From an optimization exercise on the open Yosys and OpenROAD flow, aimed at small area, a short achievable clock period and few clock cycles per item; shortcuts taken in it are not production practice. RTL that was checked went through simulation tests only; none was proved equivalent to the original. The clock port is modelled as an ideal driver, which makes a skipped or thinned clock tree look cheaper than it is; a real chip needs a root buffer or a tree. Power figures rest on the tool's default switching activity, not on a simulated workload.

Setup of harbor:
// APB_Slave
module APB_Slave#( parameter DWIDTH = 32, AWIDTH = 5)
(   input                                      PCLK,             
    input                                   PRESETn,             
    input                                     PSELx,             
    input                                   PENABLE,             
    input                        [AWIDTH-1:0] PADDR,             
    input                                    PWRITE,             
    input                       [DWIDTH-1:0] PWDATA,             
    output reg                  [DWIDTH-1:0] PRDATA,             
    output                                   PREADY,             
    output                                   PSLVERR             
);
Size in the first run: roughly 1700 cells after synthesis, ~1100 flip-flops, ~76 I/O pins, about 39000 µm² of cells after synthesis.
Settings: LEC_CHECK=0, CAP_MARGIN=20, CORE_MARGIN=2, CORE_UTILIZATION=65, CTS_CLUSTER_DIAMETER=100, CTS_CLUSTER_SIZE=24, SETUP_SLACK_MARGIN=3.45, SLEW_MARGIN=20, SYNTH_HIERARCHICAL=1; clock period 5.5 ns.
run.sh (not shown) runs the stock make flow with config.mk's settings and CLKGATE_MAP_FILE= SYNTH_SCRIPT=/design/flow/synth_recipe.tcl, a recipe that flattens the netlist after the stock synthesis.
Input changes introduced in xenon (baseline for comparison: harbor):
Settings: changing SETUP_SLACK_MARGIN from 3.45 to 3.3.
[summary]
xenon went all the way through the flow, and no timing, DRC or antenna check failed. Global placement routability congestion is lower on xenon. Taking harbor as the reference, in xenon final cell count fell 15, area after synthesis closely matched the old numbers, power share of the combinational group fell by 0.3 points, final-layout clock buffer total went down, via count down 171. In the flow results for harbor and xenon, the layout overhead on the synthesized area is smaller on xenon. Power: xenon draws less than harbor. [compare] base=harbor new=xenon: post-route cell area has decreased; maximum achievable frequency held. Of the two values seen for category of the most critical setup path, reg -> out was produced by harbor and in -> reg by xenon.
No run of this note included a check of the RTL's function; only the layout flow was run.


## run A
Another version of the RTL of APB_Slave (not shown whole).
Size: roughly 2100 cells after synthesis, roughly 1100 flip-flops, about 76 I/O pins, about 38000 um^2 of cells after synthesis.
clock: 5.5 ns
lec_check: 0
cap_margin: 20
core_margin: 2
core_utilization: 70
cts_cluster_diameter: 100
cts_cluster_size: 24
setup_slack_margin: 3.35
slew_margin: 20
synth_hierarchical: 1
Run A: no failed stages, no open violations at the end
Testbench counts of run A, summed over its fixed seeds: cycles 8,184, transfers 4,096.
For run B, these inputs were changed with respect to run A:
--- a/flow/config.mk
+++ b/flow/config.mk
@@ -8,8 +8,8 @@
 export CAP_MARGIN = 20
 export CORE_MARGIN = 2
-export CORE_UTILIZATION = 70
-export CTS_CLUSTER_DIAMETER = 100
-export CTS_CLUSTER_SIZE = 24
-export SETUP_SLACK_MARGIN = 3.35
+export CORE_UTILIZATION = 65
+export CTS_CLUSTER_DIAMETER = 60
+export CTS_CLUSTER_SIZE = 30
+export SETUP_SLACK_MARGIN = 3.3
 export SLEW_MARGIN = 20
 export SYNTH_HIERARCHICAL = 1
## What came out
On detailed route wirelength on metal2: between run A and run B, it ends up higher for run B. Diff run B..run A | total inserted antenna cells | unchanged. Relative to run A, met3 usage in global routing decreased by 3.3 points in run B. Combinational power: run B vs run A down 6.3%. Diff run A and run B: worst-case setup margin in the final layout higher in run A. Cell area after technology mapping essentially unchanged between run B and run A. On total power after layout, run A beats run B. Compared with run A, core box area in run B increased by a little under 10%. Run B against run A: initial antenna violation count went up by 1, global-route usage over all layers shrank by 2.2 points, die area increased 4300 um^2.
### run B -> run C
--- a/flow/config.mk
+++ b/flow/config.mk
@@ -9,7 +9,8 @@
 export CORE_MARGIN = 2
 export CORE_UTILIZATION = 65
-export CTS_CLUSTER_DIAMETER = 60
-export CTS_CLUSTER_SIZE = 30
+export CTS_CLUSTER_DIAMETER = 100
+export CTS_CLUSTER_SIZE = 24
 export SETUP_SLACK_MARGIN = 3.3
 export SLEW_MARGIN = 20
 export SYNTH_HIERARCHICAL = 1
+export TNS_END_PERCENT = 20
Results
Run C against run B: final area down about 0.4%, routed wire length on met3 up about 1.1%, worst-case clock skew flat. On total power, run B loses to run C. Cmp run C vs run B: final critical-path share of the clock period higher in run C.


APB_Slave, a different RTL version from the one above (not shown whole).
For scale: roughly 1900 cells after synthesis, ~1100 flip-flops, roughly 76 I/O pins, roughly 0.037 sq mm of cells after synthesis.
Settings: LEC_CHECK=0, CAP_MARGIN=20, CORE_MARGIN=2, CORE_UTILIZATION=80, CTS_CLUSTER_DIAMETER=100, CTS_CLUSTER_SIZE=24, SETUP_SLACK_MARGIN=3.4, SLEW_MARGIN=20, SYNTH_HIERARCHICAL=1; clock period 5.5 ns.
The starting point never finished: it broke off in 4_1_cts.
Testbench counts at the start, summed over its fixed seeds: cycles 8,184, transfers 4,096.
Then changed:
- CORE_UTILIZATION: 80 -> 55
- PLACE_DENSITY: default -> 0.75
- SETUP_SLACK_MARGIN: 3.4 -> 3.3
With this change the flow completed without violations.
Synthesized cell count stays the same.
Synthesized area stays the same.


== oak ==
APB_Slave again, from the RTL that the note above started with.
==> flow/config.mk <==
export PLATFORM = sky130hd
export DESIGN_NAME = APB_Slave
export DESIGN_NICKNAME = APB_Slave
export VERILOG_FILES = /design/flow/design.v
export SDC_FILE = /design/flow/constraint.sdc
export NUM_CORES = 4
export LEC_CHECK = 0
export CAP_MARGIN = 20
export CORE_MARGIN = 2
export CORE_UTILIZATION = 65
export CTS_CLUSTER_DIAMETER = 100
export CTS_CLUSTER_SIZE = 24
export SETUP_SLACK_MARGIN = 3.3
export SLEW_MARGIN = 20
export SYNTH_HIERARCHICAL = 1
==> flow/constraint.sdc <==
create_clock -name core_clock -period 5.5 [get_ports {PCLK}]
set_input_delay 1.1000 -clock core_clock [delete_from_list [all_inputs] [get_ports {PCLK}]]
set_output_delay 1.1000 -clock core_clock [all_outputs]
set_load 0.01 [all_outputs]
standard.sh (not shown) runs the stock make flow with config.mk's settings and CLKGATE_MAP_FILE= SYNTH_SCRIPT=/design/flow/synth_recipe.tcl, a recipe that flattens the netlist after the stock synthesis.
==> flow/flow/run.sh <==
#!/bin/bash
# Own flow: the standard layout, except that
#  - the port buffers inserted before global placement are plain buf_4 cells
#    (ORFS's default pick on sky130hd is a clock delay buffer), and
#  - the clock tree is built by flow/my_cts.tcl (a two-level tree: port ->
#    root buffers -> leaf buffers -> flip-flops) instead of TritonCTS.
# Synthesis is the standard one. Each tool's output goes to a log file here.
set -euo pipefail
HERE=$(pwd)

# 1. the standard synthesis, unchanged
bash standard.sh synth > 1_synth.log 2>&1

# 2. a copy of ORFS's scripts whose CTS step sources my_cts.tcl
rm -rf "$HERE/scripts_mct"
cp -r "$FLOW_HOME/scripts" "$HERE/scripts_mct"
python3 - "$HERE/scripts_mct/cts.tcl" <<'PY'
import sys
p = sys.argv[1]
s = open(p).read()
old = "log_cmd clock_tree_synthesis {*}$cts_args"
assert old in s
s = s.replace(old, "source $::env(MCT_SCRIPT)")
open(p, "w").write(s)
PY
export SCRIPTS_DIR="$HERE/scripts_mct"
export MCT_SCRIPT="$HERE/flow/my_cts.tcl"
export BUFFER_PORTS_ARGS="-buffer_cell sky130_fd_sc_hd__buf_4"

# 3. floorplan to final layout
bash standard.sh SCRIPTS_DIR="$SCRIPTS_DIR" BUFFER_PORTS_ARGS="$BUFFER_PORTS_ARGS" finish > 2_layout.log 2>&1
Other scripts of this flow, unchanged in this note and not shown: flow/flow/my_cts.tcl
oak | stages: all done | timing, DRC, antenna: all pass
Testbench counts of oak, summed over its fixed seeds: cycles 8,184, transfers 4,096.
The inputs of pine differ from those of oak as listed below.
==> flow/flow/run.sh <==
#!/bin/bash
# Own flow: the standard layout, except that the clock tree is built by
# flow/my_cts.tcl (a two-level tree: port -> root buffers -> leaf buffers ->
# flip-flops) instead of TritonCTS. Everything else, synthesis included, is
# the standard flow. Each tool's output goes to a log file in this folder.
set -euo pipefail
HERE=$(pwd)

# 1. the standard synthesis, unchanged
bash standard.sh synth > 1_synth.log 2>&1

# 2. a copy of ORFS's scripts whose CTS step sources my_cts.tcl
rm -rf "$HERE/scripts_mct"
cp -r "$FLOW_HOME/scripts" "$HERE/scripts_mct"
python3 - "$HERE/scripts_mct/cts.tcl" <<'PY'
import sys
p = sys.argv[1]
s = open(p).read()
old = "log_cmd clock_tree_synthesis {*}$cts_args"
assert old in s
s = s.replace(old, "source $::env(MCT_SCRIPT)")
open(p, "w").write(s)
PY
export SCRIPTS_DIR="$HERE/scripts_mct"
export MCT_SCRIPT="$HERE/flow/my_cts.tcl"

# 3. floorplan to final layout
bash standard.sh SCRIPTS_DIR="$SCRIPTS_DIR" finish > 2_layout.log 2>&1
==> run summary <==
Logic depth of the worst setup path including buffers was lower in oak than in pine. The global router's overall resource usage number comes out higher for pine vs oak. Compare oak and pine | sum of buffers and inverters on the critical path lower: oak.
In every run of this note, the design's own scripts or RTL, not TritonCTS, make the clock network.


Setup of 07-02:
The RTL this note starts from:
==> flow/design.v <==
module APB_Slave_or8
(   input       [7:0] sel,
    input       [7:0] d,
    output            y
);
    assign y = |(sel & d);
endmodule
module APB_Slave_nor2
(   input       [1:0] a,
    output            y
);
    assign y = ~|a;
endmodule
module APB_Slave_nand2
(   input       [1:0] a,
    output            y
);
    assign y = ~&a;
endmodule
module APB_Slave_rdbit
(   input       [31:0] sel,
    input       [31:0] d,
    output             q
);
    wire  [3:0] p;                                               
    wire  [1:0] n;                                               
    genvar k;
    generate
        for (k = 0; k < 4; k = k + 1) begin : g8
            APB_Slave_or8 u (.sel(sel[8*k+7:8*k]), .d(d[8*k+7:8*k]), .y(p[k]));
        end
        for (k = 0; k < 2; k = k + 1) begin : g16
            APB_Slave_nor2 u (.a(p[2*k+1:2*k]), .y(n[k]));
        end
    endgenerate
    APB_Slave_nand2 u32 (.a(n), .y(q));
endmodule
module APB_Slave_dec
(   input        [3:0] lo_n,                                     
    input        [3:0] lo_wr_n,                                  
    input        [7:0] hi_n,                                     
    output      [31:0] rsel,
    output      [31:0] wsel
);
    genvar g;
    generate
        for (g = 0; g < 32; g = g + 1) begin : w
            assign rsel[g] = ~(lo_n[g % 4]    | hi_n[g / 4]);
            assign wsel[g] = ~(lo_wr_n[g % 4] | hi_n[g / 4]);
        end
    endgenerate
endmodule
module APB_Slave#( parameter DWIDTH = 32, AWIDTH = 5)
(   input                                      PCLK,             
    input                                   PRESETn,             
    input                                     PSELx,             
    input                                   PENABLE,             
    input                        [AWIDTH-1:0] PADDR,             
    input                                    PWRITE,             
    input                       [DWIDTH-1:0] PWDATA,             
    output reg                  [DWIDTH-1:0] PRDATA,             
    output                                   PREADY,             
    output                                   PSLVERR             
);
    localparam DEPTH = 2**AWIDTH;
    localparam LANES = 4;
    localparam LW    = DWIDTH / LANES;
    reg           [DWIDTH-1:0] mem_arr[DEPTH-1:0];
    wire          [DWIDTH-1:0] rd_word;
    wire                       wr = PSELx && PENABLE && PWRITE;
    reg                  [3:0] lo_n, lo_wr_n;                    
    reg                  [7:0] hi_n;                             
    integer                    k;
    always @(*) begin
        for (k = 0; k < 4; k = k + 1) begin
            lo_n[k]    = ~(PADDR[1:0] == k);
            lo_wr_n[k] = ~(wr && PADDR[1:0] == k);
        end
        for (k = 0; k < 8; k = k + 1)
            hi_n[k]    = ~(PADDR[4:2] == k);
    end
    genvar l, g, b;
    generate
        for (l = 0; l < LANES; l = l + 1) begin : lane
            wire [DEPTH-1:0] rsel;                               
            wire [DEPTH-1:0] wsel;                               
            APB_Slave_dec u_dec (.lo_n(lo_n), .lo_wr_n(lo_wr_n), .hi_n(hi_n), .rsel(rsel), .wsel(wsel));
            for (g = 0; g < DEPTH; g = g + 1) begin : word
                always @(posedge PCLK)
                    if (wsel[g])
                        mem_arr[g][l*LW +: LW] <= PWDATA[l*LW +: LW];
            end
            for (b = l*LW; b < (l+1)*LW; b = b + 1) begin : rd
                wire [DEPTH-1:0] column;
                for (g = 0; g < DEPTH; g = g + 1) begin : col
                    assign column[g] = mem_arr[g][b];
                end
                APB_Slave_rdbit u_bit (.sel(rsel), .d(column), .q(rd_word[b]));
            end
        end
    endgenerate
always @(posedge PCLK)
begin
    PRDATA <= rd_word;
end
    assign PREADY  = 1'b1;
    assign PSLVERR = 1'b0;
endmodule
==> flow/config.mk <==
export PLATFORM = sky130hd
export DESIGN_NAME = APB_Slave
export DESIGN_NICKNAME = APB_Slave
export VERILOG_FILES = /design/flow/design.v
export SDC_FILE = /design/flow/constraint.sdc
export NUM_CORES = 4
export LEC_CHECK = 0
export CAP_MARGIN = 20
export CORE_AREA = 2.3 2.72 259.7 229.3
export CTS_CLUSTER_DIAMETER = 100
export CTS_CLUSTER_SIZE = 24
export DIE_AREA = 0 0 262 232
export SETUP_SLACK_MARGIN = 3.3
export SLEW_MARGIN = 20
export SYNTH_HIERARCHICAL = 1
==> flow/constraint.sdc <==
create_clock -name core_clock -period 5.5 [get_ports {PCLK}]
set_input_delay 1.1000 -clock core_clock [delete_from_list [all_inputs] [get_ports {PCLK}]]
set_output_delay 1.1000 -clock core_clock [all_outputs]
set_load 0.01 [all_outputs]
==> flow/flow/run.sh <==
#!/bin/bash
# Own flow: the standard layout, except that before global placement
# flow/array_place.tcl places the register file by hand (four lane blocks of
# 8 bit columns x 32 word rows, each column's read gates beside its
# flip-flops) and holds it while the rest is placed; flow/array_release.tcl
# releases it after global placement. Synthesis is the standard one.
# Each tool's output goes to a log file in this folder.
set -euo pipefail
HERE=$(pwd)
bash standard.sh synth > 1_synth.log 2>&1
export PRE_GLOBAL_PLACE_SKIP_IO_TCL="$HERE/flow/array_place.tcl"
export POST_GLOBAL_PLACE_TCL="$HERE/flow/array_release.tcl"
export SP_COL_SITES=31 SP_DEC_SITES=0 SP_GAP_X=2000
bash standard.sh PRE_GLOBAL_PLACE_SKIP_IO_TCL="$PRE_GLOBAL_PLACE_SKIP_IO_TCL" \
  POST_GLOBAL_PLACE_TCL="$POST_GLOBAL_PLACE_TCL" finish > 2_layout.log 2>&1
==> flow/flow/array_place.tcl <==
# Structured placement of the register file before global placement.
# The memory is laid out as four lane blocks (8 bit columns each, 32 word
# rows); each bit column holds its 32 flip-flops (one per row) and, beside
# them, that bit's read-selection gates; each lane's word decoder gates sit in
# a narrow column in the middle of the lane, on the row of their word. The
# placed cells are marked FIRM for global placement (so the rest is placed
# around them) and released again after it by array_release.tcl.
set block [ord::get_db_block]
set ::sp_cells {}
set tech_site_w 460
set row_h 2720

set col_sites  [expr {[info exists ::env(SP_COL_SITES)] ? $::env(SP_COL_SITES) : 32}]
set dec_sites  [expr {[info exists ::env(SP_DEC_SITES)] ? $::env(SP_DEC_SITES) : 10}]
set lane_gap_x [expr {[info exists ::env(SP_GAP_X)] ? $::env(SP_GAP_X) : 8000}]
set lane_gap_y [expr {[info exists ::env(SP_GAP_Y)] ? $::env(SP_GAP_Y) : 4}]

# ---- rows and occupancy (sites) ----
set rows [lsort -command {apply {{a b} {expr {[lindex [$a getOrigin] 1] - [lindex [$b getOrigin] 1]}}}} [$block getRows]]
set nrows [llength $rows]
set row0 [lindex $rows 0]
set x0 [lindex [$row0 getOrigin] 0]
set y0 [lindex [$row0 getOrigin] 1]
set nsites [$row0 getSiteCount]
array set occ {}
foreach inst [$block getInsts] {
  if {0 && [$inst isPlaced]} {
    set bb [$inst getBBox]
    set r [expr {([$bb yMin] - $y0) / $row_h}]
    set s0 [expr {([$bb xMin] - $x0) / $tech_site_w}]
    set s1 [expr {([$bb xMax] - $x0 + $tech_site_w - 1) / $tech_site_w}]
    for {set s $s0} {$s < $s1} {incr s} { set occ($r,$s) 1 }
  }
}

proc sp_put {inst r s} {
  # place inst in row r at the first free run of sites at or right of s
  set s_in $s
  global occ rows x0 y0 tech_site_w row_h nsites
  set w [expr {[[$inst getMaster] getWidth] / $tech_site_w}]
  while 1 {
    set ok 1
    for {set k 0} {$k < $w} {incr k} {
      if {[info exists occ($r,[expr {$s + $k}])]} { set ok 0; break }
    }
    if {$ok} break
    incr s
  }
  if {$s + $w > $nsites} { error "SP: row $r full at [$inst getName] s=$s w=$w from=$s_in" }
  for {set k 0} {$k < $w} {incr k} { set occ($r,[expr {$s + $k}]) 1 }
  if {[info exists ::env(SP_DEBUG)] && $r == $::env(SP_DEBUG)} { puts "SPD $r $s $w [$inst getName] [[$inst getMaster] getName]" }
  set row [lindex $rows $r]
  $inst setOrient [$row getOrient]
  $inst setLocation [expr {$x0 + $s * $tech_site_w}] [expr {$y0 + $r * $row_h}]
  $inst setPlacementStatus PLACED
  lappend ::sp_cells $inst
  return [expr {$s + $w}]
}

proc sp_driver {net} {
  foreach it [$net getITerms] { if {[$it isOutputSignal]} { return [$it getInst] } }
  return ""
}
proc sp_loads {net} {
  set l {}
  foreach it [$net getITerms] { if {[$it isInputSignal]} { lappend l [$it getInst] } }
  return $l
}
proc sp_out_net {inst} {
  foreach it [$inst getITerms] { if {[$it isOutputSignal]} { return [$it getNet] } }
  return ""
}

# ---- find the cells ----
array set flop {}
foreach inst [$block getInsts] {
  set n [string map {\\ ""} [$inst getName]]
  if {[regexp {^mem_arr\[(\d+)\]\[(\d+)\]} $n -> w b]} { set flop($w,$b) $inst }
}
puts "SP: [array size flop] memory flip-flops"

# lane block geometry
set lane_w_sites [expr {8 * $col_sites + $dec_sites}]
set total_w [expr {2 * $lane_w_sites * $tech_site_w + $lane_gap_x}]
set core_w [expr {$nsites * $tech_site_w}]
set sx0 [expr {(($core_w - $total_w) / 2) / $tech_site_w}]
set gap_sites [expr {$lane_gap_x / $tech_site_w}]
set total_h_rows [expr {64 + $lane_gap_y}]
set ry0 [expr {($nrows - $total_h_rows) / 2}]
puts "SP: $nrows rows, $nsites sites; array from site $sx0 row $ry0"

set placed 0
for {set l 0} {$l < 4} {incr l} {
  set lx [expr {$sx0 + ($l % 2) * ($lane_w_sites + $gap_sites)}]
  set ly [expr {$ry0 + ($l / 2) * (32 + $lane_gap_y)}]
  for {set c 0} {$c < 8} {incr c} {
    set b [expr {$l * 8 + $c}]
    set cx [expr {$lx + $c * $col_sites + ($c >= 4 ? $dec_sites : 0)}]
    # flip-flops, one per word row
    array unset rowof
    array unset used
    for {set w 0} {$w < 32} {incr w} {
      set f $flop($w,$b)
      sp_put $f [expr {$ly + $w}] $cx
      set rowof($f) $w
      incr placed
    }
    # the read gates, level by level, each in the free row slot (beside
    # the flip-flop) nearest the mean row of its inputs
    set level {}
    for {set w 0} {$w < 32} {incr w} { lappend level $flop($w,$b) }
    for {set depth 0} {$depth < 4} {incr depth} {
      array unset ins
      set next_level {}
      foreach src $level {
        foreach g [sp_loads [sp_out_net $src]] {
          if {[string match "PRDATA*" [string map {\\ ""} [$g getName]]]} continue
          if {[string match "mem_arr*" [string map {\\ ""} [$g getName]]]} continue
          if {![info exists ins($g)]} { set ins($g) {}; lappend next_level $g }
          lappend ins($g) $rowof($src)
        }
      }
      foreach g $next_level {
        set sum 0
        foreach r $ins($g) { set sum [expr {$sum + $r}] }
        set ideal [expr {double($sum) / [llength $ins($g)]}]
        set best -1
        for {set r 0} {$r < 32} {incr r} {
          if {[info exists used($r)]} continue
          if {$best < 0 || abs($r - $ideal) < abs($best - $ideal)} { set best $r }
        }
        set used($best) 1
        set rowof($g) $best
        sp_put $g [expr {$ly + $best}] [expr {$cx + 24}]
        incr placed
      }
      set level $next_level
    }
  }
  # word decoder gates: drivers of the lane's write enables and read selects
  set dx [expr {$lx + 4 * $col_sites}]
  for {set w 0} {$w < ($dec_sites > 0 ? 32 : 0)} {incr w} {
    set f $flop($w,[expr {$l * 8}])
    foreach it [$f getITerms] {
      if {[[$it getMTerm] getName] eq "DE"} {
        set d [sp_driver [$it getNet]]
        if {$d ne "" && [$d getPlacementStatus] ne "FIRM"} { sp_put $d [expr {$ly + $w}] $dx; incr placed }
      }
    }
    set g [lindex [sp_loads [sp_out_net $f]] 0]
    foreach it [$g getITerms] {
      if {[$it isInputSignal] && [$it getNet] ne ""} {
        set d [sp_driver [$it getNet]]
        if {$d ne "" && ![string match "mem_arr*" [$d getName]] && [$d getPlacementStatus] ne "FIRM"} {
          # the select for this word: place on its row
          set dn [sp_out_net $d]
          set mine 0
          foreach ld [sp_loads $dn] { if {$ld eq $g} { set mine 1 } }
          if {$mine} { sp_put $d [expr {$ly + $w}] $dx; incr placed }
        }
      }
    }
  }
}
puts "SP: placed $placed cells"
# legalize (the taps are already in the rows), then hold the array still
# while the rest of the design is placed around it
detailed_placement
foreach inst $::sp_cells { $inst setPlacementStatus FIRM }
Other scripts of this flow, unchanged in this note and not shown: flow/flow/array_release.tcl
global placement without I/O: 07-02 exited with error
Testbench counts of 07-02, summed over its fixed seeds: cycles 8,184, transfers 4,096.
Input-level comparison between 06-13 and 07-02:
--- a/flow/flow/array_place.tcl
+++ b/flow/flow/array_place.tcl
@@ -7,2 +7,4 @@
 # around them) and released again after it by array_release.tcl.
+# ORFS sources this hook inside a proc: run it at global scope
+uplevel #0 {
 set block [ord::get_db_block]
@@ -169 +171,2 @@
 foreach inst $::sp_cells { $inst setPlacementStatus FIRM }
+}
==> comparison <==
06-13 reached the final stage; the timing, DRC and antenna checks on its layout passed.
Diff 07-02..06-13 | initial core utilization | unchanged
Diff 07-02..06-13 | instance count of the mapped netlist | unchanged
On number of nets produced by synthesis, 06-13 and 07-02 are neck and neck.
The simple-gate share of the synthesized area was comparable across 06-13 and 07-02.
Diff 06-13..07-02 | count of state elements after synthesis | unchanged
Re netlist area before placement: no difference whatsoever between 06-13 and 07-02.

-- afterwards: timing with drivers on the ports --
The results above use ideal ports. As a check the final layouts listed here were re-extracted and re-timed, cells and wires unchanged. Step 1 (the two cells are an assumption about what drives the block):
set clk [get_ports {PCLK}]
set_driving_cell -lib_cell sky130_fd_sc_hd__clkbuf_16 $clk
set_driving_cell -lib_cell sky130_fd_sc_hd__buf_2 [delete_from_list [all_inputs] $clk]
Step 2 moves the port delays by t, midway between the first and last clock arrival at a register: inputs arrive t later, outputs are due t later. That takes back most of the time a late clock gives input paths. Three values: ideal, step 1, step 2; two values: the first two.
| run | t, ns | setup WS [ns] | hold slack, ns |
|---|---|---|---|
| harbor | 0.694 | 3.286 / 2.970 / 2.276 | 0.724 / 0.724 / 0.724 |
| xenon | 0.685 | 3.279 / 3.032 / 2.347 | 0.699 / 0.699 / 0.699 |
| run A | 0.687 | 3.288 / 3.242 / 2.555 | 0.586 / 0.586 / 0.586 |
| run B | 0.706 | 3.265 / 3.231 / 2.573 | 0.592 / 0.592 / 0.592 |
| run C | 0.689 | 3.208 / 3.143 / 2.575 | 0.572 / 0.572 / 0.572 |
| the second run of note 3 | 0.699 | 3.131 / 3.104 / 2.405 | 0.568 / 0.568 / 0.568 |
| oak | 0.557 | 3.005 / 3.004 / 2.447 | 0.574 / 0.574 / 0.574 |
| pine | 0.565 | 2.947 / 2.943 / 2.378 | 0.567 / 0.567 / 0.567 |
| 06-13 | 0.712 | 3.161 / 3.175 / 2.463 | 0.589 / 0.589 / 0.589 |
After both steps setup and hold are still met in every run listed. For harbor, which loses most, drivers alone change the setup slack by -0.316 ns; drivers and shift together by -1.010 ns.
